Context: an optimization exercise on an open-source flow, tuned for small area, a short achievable clock period and few clock cycles per item. The choices shown serve that exercise and are no tape-out recipe. Only simulation tests tie the RTL to the original design; equivalence was not proved.

Design systolic_array, start of the top module:
module systolic_array #(
    parameter DATAWIDTH = 16,
    parameter N_SIZE = 4
) (
    input clk, rst_n,
    input valid_in,
    input [N_SIZE*DATAWIDTH-1:0] matrix_a_in,  
    input [N_SIZE*DATAWIDTH-1:0] matrix_b_in,  
    output reg valid_out,
    output [N_SIZE*DATAWIDTH*2-1:0] matrix_out  
);
Size: ~4100 cells after synthesis, roughly 260 I/O pins.
export LEC_CHECK = 0
export CAP_MARGIN = 20
export CORE_MARGIN = 2
export CORE_UTILIZATION = 40
export SLEW_MARGIN = 20
create_clock -name core_clock -period 10.0 [get_ports {clk}]
standard.sh (not shown) runs the stock make flow with config.mk's settings and CLKGATE_MAP_FILE= SYNTH_SCRIPT=/design/flow/synth_recipe.tcl, a recipe that flattens the netlist after the stock synthesis.
==> flow/flow/run.sh <==
#!/bin/bash
# Layout flow: the standard ORFS flow (standard.sh) with three changes:
#  - after the standard synthesis, flow/fixpol.py removes most of the inverters that
#    Yosys' full-adder extraction leaves between full adders (each full adder may be used
#    in its inverted form, since FA(~a,~b,~c) = ~FA(a,b,c)); registers are not touched;
#  - the repair steps aim for a larger setup slack margin, so that the paths end well
#    below the 10 ns clock period; the SDC and the period are the standard flow's own;
#  - port buffers are buf_2, and the clock tree uses larger sink clusters.
set -euo pipefail
R=orfs/results/sky130hd/systolic_array/base
ARGS="TNS_END_PERCENT=10 SETUP_SLACK_MARGIN=6.9 CORE_UTILIZATION=65 CTS_CLUSTER_SIZE=30 CTS_CLUSTER_DIAMETER=60"
bash standard.sh synth > standard_synth.log 2>&1
cp $R/1_2_yosys.v $R/1_2_yosys.standard.v
python3 flow/fixpol.py $R/1_2_yosys.standard.v $R/1_2_yosys.v > fixpol.log 2>&1
bash standard.sh $ARGS BUFFER_PORTS_ARGS='-buffer_cell sky130_fd_sc_hd__buf_2' finish > standard_flow.log 2>&1
Other scripts of this flow, unchanged in this note and not shown: flow/flow/fixpol.py
The starting point completed with no timing, DRC or antenna violations.
Testbench counts at the start, summed over its fixed seeds: cycles 14,592, matrices 768.
==> next run, changes <==
--- a/flow/flow/run.sh
+++ b/flow/flow/run.sh
@@ -10,3 +10,3 @@
 R=orfs/results/sky130hd/systolic_array/base
-ARGS="TNS_END_PERCENT=10 SETUP_SLACK_MARGIN=6.9 CORE_UTILIZATION=65 CTS_CLUSTER_SIZE=30 CTS_CLUSTER_DIAMETER=60"
+ARGS="PLACE_DENSITY_LB_ADDON=0.1 SETUP_SLACK_MARGIN=6.7 CORE_UTILIZATION=65 CTS_CLUSTER_SIZE=30 CTS_CLUSTER_DIAMETER=60"
 bash standard.sh synth > standard_synth.log 2>&1
The changed run finished clean.
Core utilization drops by 1.2 points.
Design area drops by 1.6%.
Register-to-register slack improved by 180 ps.
Synthesized cell count does not change.
Routed wire length drops by 2.4%.
Count of clock-buffer cells in the layout climbs by 13.
==> next run, changes <==
--- a/flow/flow/run.sh
+++ b/flow/flow/run.sh
@@ -10,3 +10,3 @@
 R=orfs/results/sky130hd/systolic_array/base
-ARGS="PLACE_DENSITY_LB_ADDON=0.1 SETUP_SLACK_MARGIN=6.7 CORE_UTILIZATION=65 CTS_CLUSTER_SIZE=30 CTS_CLUSTER_DIAMETER=60"
+ARGS="TNS_END_PERCENT=10 SETUP_SLACK_MARGIN=6.7 CORE_UTILIZATION=65 CTS_CLUSTER_SIZE=30 CTS_CLUSTER_DIAMETER=60"
 bash standard.sh synth > standard_synth.log 2>&1
=> Hold slack is about the same; core utilization is lower by 1.3 points; routed wire length is lower by 9.0%; synthesized area is unchanged; non-clock buffer count is lower by 30; final area is lower by 1.7%; die area does not change.

========
build 87:
systolic_array again, from the RTL that the note above started with.
Design systolic_array, start of the top module:
module systolic_array #(
    parameter DATAWIDTH = 16,
    parameter N_SIZE = 4
) (
    input clk, rst_n,
    input valid_in,
    input [N_SIZE*DATAWIDTH-1:0] matrix_a_in,  
    input [N_SIZE*DATAWIDTH-1:0] matrix_b_in,  
    output reg valid_out,
    output [N_SIZE*DATAWIDTH*2-1:0] matrix_out  
);
Settings: LEC_CHECK=0, CAP_MARGIN=20, CORE_MARGIN=2, CORE_UTILIZATION=40, SLEW_MARGIN=20; clock period 10.0 ns.
==> flow/flow/run.sh <==
#!/bin/bash
# Layout flow: the standard ORFS flow (standard.sh) with three changes:
#  - after the standard synthesis, flow/fixpol.py removes most of the inverters that
#    Yosys' full-adder extraction leaves between full adders (each full adder may be used
#    in its inverted form, since FA(~a,~b,~c) = ~FA(a,b,c)); registers are not touched;
#  - the repair steps aim for a larger setup slack margin, so that the paths end well
#    below the 10 ns clock period; the SDC and the period are the standard flow's own;
#  - port buffers are buf_2, and the clock tree uses larger sink clusters.
set -euo pipefail
R=orfs/results/sky130hd/systolic_array/base
ARGS="SETUP_SLACK_MARGIN=6.7 CORE_UTILIZATION=60 CTS_CLUSTER_SIZE=30 CTS_CLUSTER_DIAMETER=60"
bash standard.sh synth > standard_synth.log 2>&1
cp $R/1_2_yosys.v $R/1_2_yosys.standard.v
python3 flow/fixpol.py $R/1_2_yosys.standard.v $R/1_2_yosys.v > fixpol.log 2>&1
bash standard.sh $ARGS BUFFER_PORTS_ARGS='-buffer_cell sky130_fd_sc_hd__buf_2' finish > standard_flow.log 2>&1
Other scripts of this flow, unchanged in this note and not shown: flow/flow/fixpol.py
Testbench counts of build 87, summed over its fixed seeds: cycles 14,592, matrices 768.
For build 40, these inputs were changed with respect to build 87:
--- a/flow/flow/run.sh
+++ b/flow/flow/run.sh
@@ -9,5 +9,5 @@
 set -euo pipefail
 R=orfs/results/sky130hd/systolic_array/base
-ARGS="SETUP_SLACK_MARGIN=6.7 CORE_UTILIZATION=60 CTS_CLUSTER_SIZE=30 CTS_CLUSTER_DIAMETER=60"
+ARGS="SETUP_SLACK_MARGIN=6.6 CORE_UTILIZATION=75 CTS_CLUSTER_SIZE=30 CTS_CLUSTER_DIAMETER=60"
 bash standard.sh synth > standard_synth.log 2>&1
 cp $R/1_2_yosys.v $R/1_2_yosys.standard.v
Notes after the runs:
Slowest library cell on the worst path = sky130_fd_sc_hd__dfxtp_4: build 40; slowest library cell on the worst path = sky130_fd_sc_hd__dfxtp_2: build 87
On build 40: clock network area share is 1.1 points lower than what build 87 gave.
| clock skew | build 40 vs build 87 | 0.0041 ns higher |
Taking build 87 as the reference, in build 40 post-layout instance area fell by 0.0019 mm2; slack of the critical path fell by 0.16 ns; area growth from synthesis to layout fell by 3.7 points; maximum frequency fell by 14 MHz.
Taking build 87 as the reference, in build 40 worst hold slack grew by 0.023 ns, final critical-path share of the clock period +1.6 points, per-cell via count in the routed design picked up an extra 7.6%.
Input-level comparison between build 75 and build 40:
--- a/flow/flow/run.sh
+++ b/flow/flow/run.sh
@@ -9,5 +9,5 @@
 set -euo pipefail
 R=orfs/results/sky130hd/systolic_array/base
-ARGS="SETUP_SLACK_MARGIN=6.6 CORE_UTILIZATION=75 CTS_CLUSTER_SIZE=30 CTS_CLUSTER_DIAMETER=60"
+ARGS="SETUP_SLACK_MARGIN=6.75 CORE_UTILIZATION=65 CTS_CLUSTER_SIZE=30 CTS_CLUSTER_DIAMETER=60"
 bash standard.sh synth > standard_synth.log 2>&1
 cp $R/1_2_yosys.v $R/1_2_yosys.standard.v
## What came out
Re maximum level of the CTS H-tree: build 75 is 1 up on build 40. Compared to build 40, the routing of build 75 uses more wire. Setup WNS build 40 -> build 75: better. Diff build 75..build 40 | buffering stage count on the worst path with inverters included | negligible. The run showing the smaller height of the chip is build 40. Diff build 75..build 40 | longest individual stage delay on the worst path | negligible. Diff build 40 -> build 75: area taken by multi-input logic gates shows an increase of 1.5%; number of non-filler instances in the completed layout shows an increase of about 5%.
The inputs of build 91 differ from those of build 75 as listed below.
--- a/flow/flow/run.sh
+++ b/flow/flow/run.sh
@@ -9,5 +9,5 @@
 set -euo pipefail
 R=orfs/results/sky130hd/systolic_array/base
-ARGS="SETUP_SLACK_MARGIN=6.75 CORE_UTILIZATION=65 CTS_CLUSTER_SIZE=30 CTS_CLUSTER_DIAMETER=60"
+ARGS="SLEW_MARGIN=70 SETUP_SLACK_MARGIN=6.6 CORE_UTILIZATION=65 CTS_CLUSTER_SIZE=30 CTS_CLUSTER_DIAMETER=60"
 bash standard.sh synth > standard_synth.log 2>&1
 cp $R/1_2_yosys.v $R/1_2_yosys.standard.v
==> results.txt <==
Build 91: flow completed, timing, DRC and antenna clean. Per the comparison of build 91 with build 75, via count of the first global-routing pass shows a reduction of 965; global-route usage shows a reduction of 2.3 points; wire length shows a reduction of about 15%; critical path's largest stage delay shows no meaningful change; number of buffers outside the clock class in the layout shows a reduction of about 13%. Compared with build 75, build 91 shows a data-path buffer share of cell area in the final layout that is 1.1 points lower.

## static timing again, ports no longer ideal
How much do the figures lean on ideal ports? The routed layouts below were timed once more, with nothing changed but the port constraints. Step 1 assumes that a clkbuf_16 drives the clock port and a buf_2 every other input. Step 2, shift: input delay + t, output delay - t, t = (earliest + latest rising clock arrival at the registers) / 2. This alone moves slack from input paths to output paths. Slacks: ideal ports / drivers / drivers and shift; pairs: ideal ports / drivers.
| run | t, ns | setup slack, ns | worst setup path after step 2 | slew at the worst register clock pin (ns) |
|---|---|---|---|---|
| the first run of note 1 | 0.742 | 6.481 / 6.481 / 6.481 | register to register | 0.11 / 0.11 |
| the second run of note 1 | 0.722 | 6.659 / 6.659 / 6.659 | register to register | 0.11 / 0.11 |
| the third run of note 1 | 0.715 | 6.601 / 6.601 / 6.601 | register to register | 0.11 / 0.11 |
| build 87 | 0.739 | 6.663 / 6.663 / 6.663 | register to register | 0.11 / 0.11 |
| build 40 | 0.732 | 6.499 / 6.499 / 6.499 | register to register | 0.11 / 0.11 |
| build 75 | 0.721 | 6.575 / 6.575 / 6.575 | register to register | 0.10 / 0.10 |
| build 91 | 0.764 | 6.641 / 6.641 / 6.641 | register to register | 0.11 / 0.11 |
After both steps every run listed still meets setup and hold.
